Source: an optimization exercise on an open RTL-to-GDS flow (aim: small area and a short achievable clock period). Production flows keep margins and buffers that such runs may drop. In this exercise RTL edits were held to simulation tests only and were not proved equivalent to the original.

## flow/design.v (module list and top-level ports; edited modules follow where they fit)
// module fa: 6 lines
// module FPU: 1378 lines
module FPU(clk, A, B, opcode, O, flags);
  // ...
==> flow/flow/run.sh <==
#!/bin/bash
# Layout flow: the standard flow (standard.sh: ORFS synthesis to the
# final layout), with the input and output port buffers taken from
# sky130_fd_sc_hd__buf_2 instead of the cell buffer_ports picks by itself.
# ORFS writes each step's log under orfs/logs; make's own output goes to
# standard.log here.
set -euo pipefail
bash standard.sh BUFFER_PORTS_ARGS="-buffer_cell sky130_fd_sc_hd__buf_2" finish > standard.log 2>&1
==> flow/standard.sh <==
#!/bin/bash
# synth_recipe.tcl (not shown) runs the flow's synth.tcl, then flattens the netlist and writes it again
# the make line also repeats each setting of config.mk as NAME=value (left out here)
make -C /OpenROAD-flow-scripts/flow DESIGN_CONFIG=/design/flow/config.mk WORK_HOME=/design/flow/orfs CLKGATE_MAP_FILE= SYNTH_SCRIPT=/design/flow/synth_recipe.tcl "${@:-finish}"
==> flow/config.mk <==
export PLATFORM = sky130hd
export DESIGN_NAME = FPU
export DESIGN_NICKNAME = FPU
export VERILOG_FILES = /design/flow/design.v
export SDC_FILE = /design/flow/constraint.sdc
export NUM_CORES = 4
export LEC_CHECK = 0
export ABC_AREA = 1
export CAP_MARGIN = 20
export CORE_MARGIN = 2
export CORE_UTILIZATION = 50
export SETUP_SLACK_MARGIN = 4
export SLEW_MARGIN = 20
export SYNTH_HIERARCHICAL = 1
export SYNTH_MINIMUM_KEEP_SIZE = 0
==> flow/constraint.sdc <==
create_clock -name core_clock -period 21.0 [get_ports {clk}]
set_input_delay 4.2000 -clock core_clock [delete_from_list [all_inputs] [get_ports {clk}]]
set_output_delay 4.2000 -clock core_clock [all_outputs]
set_load 0.01 [all_outputs]
==> results by group, run 1 <==
Status
  – Run status: no timing/DRC/antenna violations

Placed design
  – Number of I/O port buffers: 105
  – Post-placement worst setup slack: 1920 ps

Floorplanning
  – Die area: 0.0459 mm²
  – Placeable core area: 0.0439 mm²

Worst setup path
  – Peak per-stage delay on the critical path: 570 ps

Clock network
  – Clock tree from TritonCTS: built
  – Number of clock sinks: 6
  – Maximum number of buffers from clock root to sink: 2
  – Deepest level of the CTS H-tree: 1

Layout
  – Number of non-clock buffers in the layout: 206
  – Final cell area excluding filler cells: 0.0243 mm²
  – Area of the multi-input gates: 0.0205 mm²
  – Final core area utilization: 55.2%
  – Commonest non-fill, non-tap cell in the layout: sky130_fd_sc_hd__nand2_1
  – Count of flip-flops and latches: 6
  – Final std cells w/o fill: 3771

Timing
  – Final period demand of the worst path: 16580 ps
  – Hold violation total from the final report: 0

Global route
  – Met3 layer usage reported by global route: 11.9%
  – Initial antenna violation count: 3
  – Via count of the first global-routing pass: 23499

Synth
  – Syn. warnings: 7
  – Leading area contributor after synthesis: sky130_fd_sc_hd__fa_1
  – Fraction of post-synthesis cell area in the top cell type by area: 26.2%
  – Synth top cells by count: 584 x sky130_fd_sc_hd__nand2_1, 322 x sky130_fd_sc_hd__o22ai_1, 316 x sky130_fd_sc_hd__xor2_1

Routing
  – Antenna violation net count after detailed routing: 0
  – Routed met2 length: 40300 µm
  – Iteration-0 DRC Markers: 3077

Worst hold path
  – Hold EP: S$_DFF_P_
==> run 2, diff against run 1 <==
==> flow/flow/run.sh (replaced) <==
#!/bin/bash
# Layout flow: the standard flow (standard.sh: ORFS synthesis to the
# final layout) with two changes: synthesis maps with an area-oriented ABC
# script (flow/synth.tcl), and the input and output port buffers are
# sky130_fd_sc_hd__buf_4 instead of the cell buffer_ports picks by itself.
# ORFS writes each step's log under orfs/logs; make's own output goes to
# standard.log here.
set -euo pipefail
here=$(pwd)
bash standard.sh SYNTH_SCRIPT="$here/flow/synth.tcl" BUFFER_PORTS_ARGS="-buffer_cell sky130_fd_sc_hd__buf_4" finish > standard.log 2>&1
==> flow/flow/abc_area_nodelay.script (new file) <==
strash
dch
map -a
topo
stime -c
buffer -c
upsize -c
dnsize -c
==> flow/flow/synth.tcl (new file) <==
# synth_recipe.tcl (the standard synthesis: ORFS synth.tcl without the
# fsm and share passes, then flatten and rename), with ORFS's ABC area
# script replaced by flow/abc_area_nodelay.script (area-oriented mapping
# without ORFS's delay bound).
set my_dir [file dirname [file normalize [info script]]]
set f [open $::env(SCRIPTS_DIR)/synth.tcl]; set synth_txt [read $f]; close $f
set pre "source \$::env(SCRIPTS_DIR)/synth_preamble.tcl"
set synth_txt [string map [list $pre "$pre\nset abc_args \[lreplace \$abc_args 1 1 [file join $my_dir abc_area_nodelay.script]\]"] $synth_txt]
set f [open [file join $my_dir .. synth_recipe.tcl]]; set my_txt [read $f]; close $f
set my_txt [string map [list "source \$::env(SCRIPTS_DIR)/synth.tcl" "eval \$synth_txt"] $my_txt]
eval $my_txt
--- a/flow/config.mk
+++ b/flow/config.mk
@@ -11,3 +11,3 @@
 export CORE_UTILIZATION = 50
-export SETUP_SLACK_MARGIN = 4
+export SETUP_SLACK_MARGIN = 3
 export SLEW_MARGIN = 20
==> results by group, run 2 <==
Synth
  – Average cell area after synthesis: 7.46 µm² (was 7.04 µm²)
  – Number of standard cells after synthesis: 2790 (was 3141)
  – Count of different cell masters after synthesis: 63 (unchanged)
  – Leading area contributor after synthesis: sky130_fd_sc_hd__fa_1 (unchanged)
  – Fraction of post-synthesis cell area in the top cell type by area: 27.9% (was 26.2%)
  – Syn Std Cell Area: 0.0208 mm² (was 0.0221 mm²)
  – Ys flop type: sky130_fd_sc_hd__dfxtp_1 (unchanged)
  – Syn. warnings: 7 (unchanged)
  – Sequential area share after synthesis: 0.577% (was 0.543%)
  – Async set-or-reset flop fraction in the synthesized netlist: 0% (unchanged)
  – Number of synthesized register bits: 6 (unchanged)
  – Compound-gate portion of the synthesized area: 25.1% (was 19.4%)
  – Adder-cell area share of the yosys netlist: 37.6% (was 35.4%)
  – Number of enable-type register cells in the synthesized netlist: 0 (unchanged)
  – Main combinational cell family by area after synthesis: adder cells (unchanged)
  – Xor/xnor share of the synthesized area: 14.6% (was 13.9%)
  – Leading post-synthesis cells by cell area: sky130_fd_sc_hd__fa_1 28%, sky130_fd_sc_hd__xor2_1 14%, sky130_fd_sc_hd__ha_1 9.7% (was sky130_fd_sc_hd__fa_1 26%, sky130_fd_sc_hd__xor2_1 13%, sky130_fd_sc_hd__nand2_1 9.9%)
  – Syn_nets: 3309 (was 3660)
  – Synth top cells by count: 321 x sky130_fd_sc_hd__xor2_1, 309 x sky130_fd_sc_hd__o22ai_1, 308 x sky130_fd_sc_hd__nand2_1 (was 584 x sky130_fd_sc_hd__nand2_1, 322 x sky130_fd_sc_hd__o22ai_1, 316 x sky130_fd_sc_hd__xor2_1)
  – Most frequently used cell type in the post-synthesis netlist: sky130_fd_sc_hd__xor2_1 (was sky130_fd_sc_hd__nand2_1)
  – Portion of netlist area occupied by mux cells: 0.192% (was 0.0452%)
  – Post-synthesis simple-gate area fraction: 13.5% (was 21.5%)

Routing
  – Average wire per standard cell: 26.0 µm (was 25.3 µm)
  – Antenna violation net count after detailed routing: 0 (unchanged)
  – Overall routed net length: 89000 µm (was 95300 µm)
  – DRC Markers: 0 (unchanged)
  – Iteration-0 DRC Markers: 2621 (was 3077)
  – Mean number of vias per cell: 6.61 (was 6.39)
  – Via count of the routed design: 22613 (was 24093)
  – Drt first pass iters: 6 (was 8)

Worst setup path
  – Critical Path RT: 16800 ps (about the same)
  – Highest-delay cell along the critical path: sky130_fd_sc_hd__fa_1 (unchanged)
  – Setup crit end kind: primary output (unchanged)
  – Setup crit start kind: input pin (unchanged)
  – Worst Path Arrival: 13380 ps (was 12380 ps)
  – Peak per-stage delay on the critical path: 560 ps (was 570 ps)
  – Class of the most critical setup path: input pin to primary output (unchanged)
  – Critical path fanouts, max: 30 (was 28)
  – Library cell appearing most often on the critical path: sky130_fd_sc_hd__nor2_2 (was sky130_fd_sc_hd__nand2_1)

Floorplanning
  – Floorplan row count: 74 (was 77)
  – I/O pin total: 106 (unchanged)
  – Placeable core area: 0.0409 mm² (was 0.0439 mm²)
  – X dimension of the die: 208 µm (was 214 µm)
  – Die area: 0.0433 mm² (was 0.0459 mm²)
  – Vertical die dimension: 208 µm (was 214 µm)
  – Initial standard-cell utilization of the core: 50.9% (was 50.4%)

Timing
  – Fin crit share: 83.7% (was 79.0%)
  – Total Negative Setup Slacks: 0 ps (unchanged)
  – Final period demand of the worst path: 17580 ps (was 16580 ps)
  – Achievable clock frequency: 56.9 MHz (was 60.3 MHz)
  – Rel. slew slack: 31.8% (was 18.4%)
  – Final number of max-transition violations: 0 (unchanged)
  – Setup repair after global routing missed its margin: true (was false)
  – Post-Route Hold Slack: 4330 ps (was 4340 ps)
  – Hold violation total from the final report: 0 (unchanged)
  – Setup Viol. Count Final: 0 (unchanged)
  – Worst-Margin Slew: 1010 ps (was 1210 ps)

Flow run
  – Reported max-cap violation count: 0 (unchanged)

Global route
  – Global-route wire length before repair: 134000 µm (was 142000 µm)
  – Initial antenna violation count: 4 (was 3)
  – Via count of the first global-routing pass: 22152 (was 23499)
  – GR Util All Layers: 39.9% (was 40.2%)
  – Global route overflow: 0 (unchanged)
  – Pin count of the biggest net entering global routing: 50 (was 53)

Layout
  – Nets@finish: 3408 (was 3700)
  – Fraction of layout cells with a size suffix above 1: 16.8% (was 12.7%)
  – Commonest cells after routing, fill and taps aside: 314 x sky130_fd_sc_hd__xor2_1, 308 x sky130_fd_sc_hd__o22ai_1, 303 x sky130_fd_sc_hd__nand2_1 (was 576 x sky130_fd_sc_hd__nand2_1, 321 x sky130_fd_sc_hd__o22ai_1, 313 x sky130_fd_sc_hd__xor2_1)
  – Area Growth Syn to Fin: 15.1% (was 9.65%)
  – Commonest non-fill, non-tap cell in the layout: sky130_fd_sc_hd__xor2_1 (was sky130_fd_sc_hd__nand2_1)
  – Area of the multi-input gates: 0.0197 mm² (was 0.0205 mm²)
  – Filler cells: 3919 (was 4438)
  – Final std cells w/o fill: 3422 (was 3771)
  – FF+latch area: 120 µm² (unchanged)
  – Final core area utilization: 58.6% (was 55.2%)

Clock network
  – Worst-path clk slew: 30 ps (was 40 ps)
  – Maximum number of buffers from clock root to sink: 2 (unchanged)
  – Total CTS buffers: 3 (unchanged)
  – Deepest level of the CTS H-tree: 1 (unchanged)
  – Clock tree from TritonCTS: built (unchanged)
  – Clock root buffer: sky130_fd_sc_hd__clkbuf_16 (unchanged)
  – Number of clock sinks: 6 (unchanged)

Placed design
  – Placed wire-length estimate: 67900 µm (was 73000 µm)
  – Placed cells: 3309 (was 3706)
  – Number of I/O port buffers: 105 (unchanged)
  – RD Place Congestion: 0.988 (was 1.00)

Status
  – Run status: no timing/DRC/antenna violations (unchanged)

Worst hold path
  – Path class of the lowest-slack min-delay path: input pin to flop (unchanged)
## run 2: cell types whose count changed after synthesis, moves of 13 or more
cell                       previous run  this run
sky130_fd_sc_hd__inv_1              285       215
sky130_fd_sc_hd__o22ai_1            322       309
sky130_fd_sc_hd__nand4_1             40        21
sky130_fd_sc_hd__o21ai_1             25        70
sky130_fd_sc_hd__nand2_1            584       308
sky130_fd_sc_hd__o21ai_0            156       175
sky130_fd_sc_hd__a22oi_1             10        31
sky130_fd_sc_hd__o221ai_1             3        26
sky130_fd_sc_hd__nand3_1            170        52
sky130_fd_sc_hd__inv_2               20        38
## run 2: kinds of logic (layout without fill, tap and decap cells)
logic type               count (synthesis)  after routing
other                                    0              3
AND/OR/NAND/NOR                        671            675
multiplexers                             4              4
flip-flops                               6              6
buffers and inverters                  452            545
AO/OA/AOI/OAI                          858            858
XOR/XNOR                               347            347
adder cells (fa/ha/maj)                452            452
## run 2: final timing paths
kind / from / to / slack [ps] / cells past startpoint
max: B[1] / O[17] / 3420 / 50
min: B[31] / S$_DFF_P_ / 4330 / 3
## run 2: final cells by class
class,count,share of cell area [%]
multi-input cells,2336,82.1
repair buffers,265,9.45
inverters,273,4.75
well taps,532,2.78
flip-flops and latches,6,0.501
clock buffers,3,0.313
repair inverters,4,0.0835
diodes,3,0.0313
## run 2: per-module statistics from Yosys (local to each module, per instance)
module  times used  cells inside
FPU              1          2526
fa             264             1
## run 2: worst max-delay path: cells and delay by family
family | cells | cell delay [ps]
AO/OA/AOI/OAI | 16 | 3040
adder cells (fa/ha/maj) | 6 | 2460
XOR/XNOR | 2 | 530
buffers and inverters | 8 | 980
AND/OR/NAND/NOR | 18 | 2130
## run 2: metal layers
metal  routed length, µm  track usage, %
met5                   0               0
met4                5480            19.0
met3                9810            8.39
met2               39600            63.0
met1               34100            52.1
## run 2: through the flow
step	cell area, µm²	setup WS, ps
after global routing	24000	2890
after global placement	22100	1340
final	24000	3420
after CTS	22800	3000
after detailed placement	22100	1200
after floorplan	20800	3230
## run 2: repair_timing
item / CTS / global route
pin swaps: 20 / 45
endpoints found under the setup margin: 31 / 31
gates resized for setup: 75 / 159
hold endpoints to repair: 0 / 0
cloned: 6 / 8
hold buffers: 0 / 0
setup buffers: 36 / 57

==> what the ideal ports hide <==
The results above use ideal ports. As a check the final layouts listed here were re-extracted and re-timed, cells and wires unchanged. Step 1, drivers: a clkbuf_16 drives clk and a buf_2 each remaining input, both assumed. Step 2 also shifts input and output timing later by t, the mid clock arrival at the registers, as if the neighbouring blocks saw the same clock. Three values: no drivers, after step 1, after step 2; two values: the first two.
run | t (ns) | slack for setup (ns) | worst setup path after step 2 | worst slew at a driven data input, ns
run 1 | 0.261 | 4.419 / 4.396 / 4.396 | input to output | 0.21
run 2 | 0.258 | 3.418 / 3.384 / 3.384 | input to output | 0.09
After both steps every run listed still meets setup and hold. For run 2, which loses most, drivers alone change the setup slack by -0.034 ns; drivers and shift together by -0.034 ns.
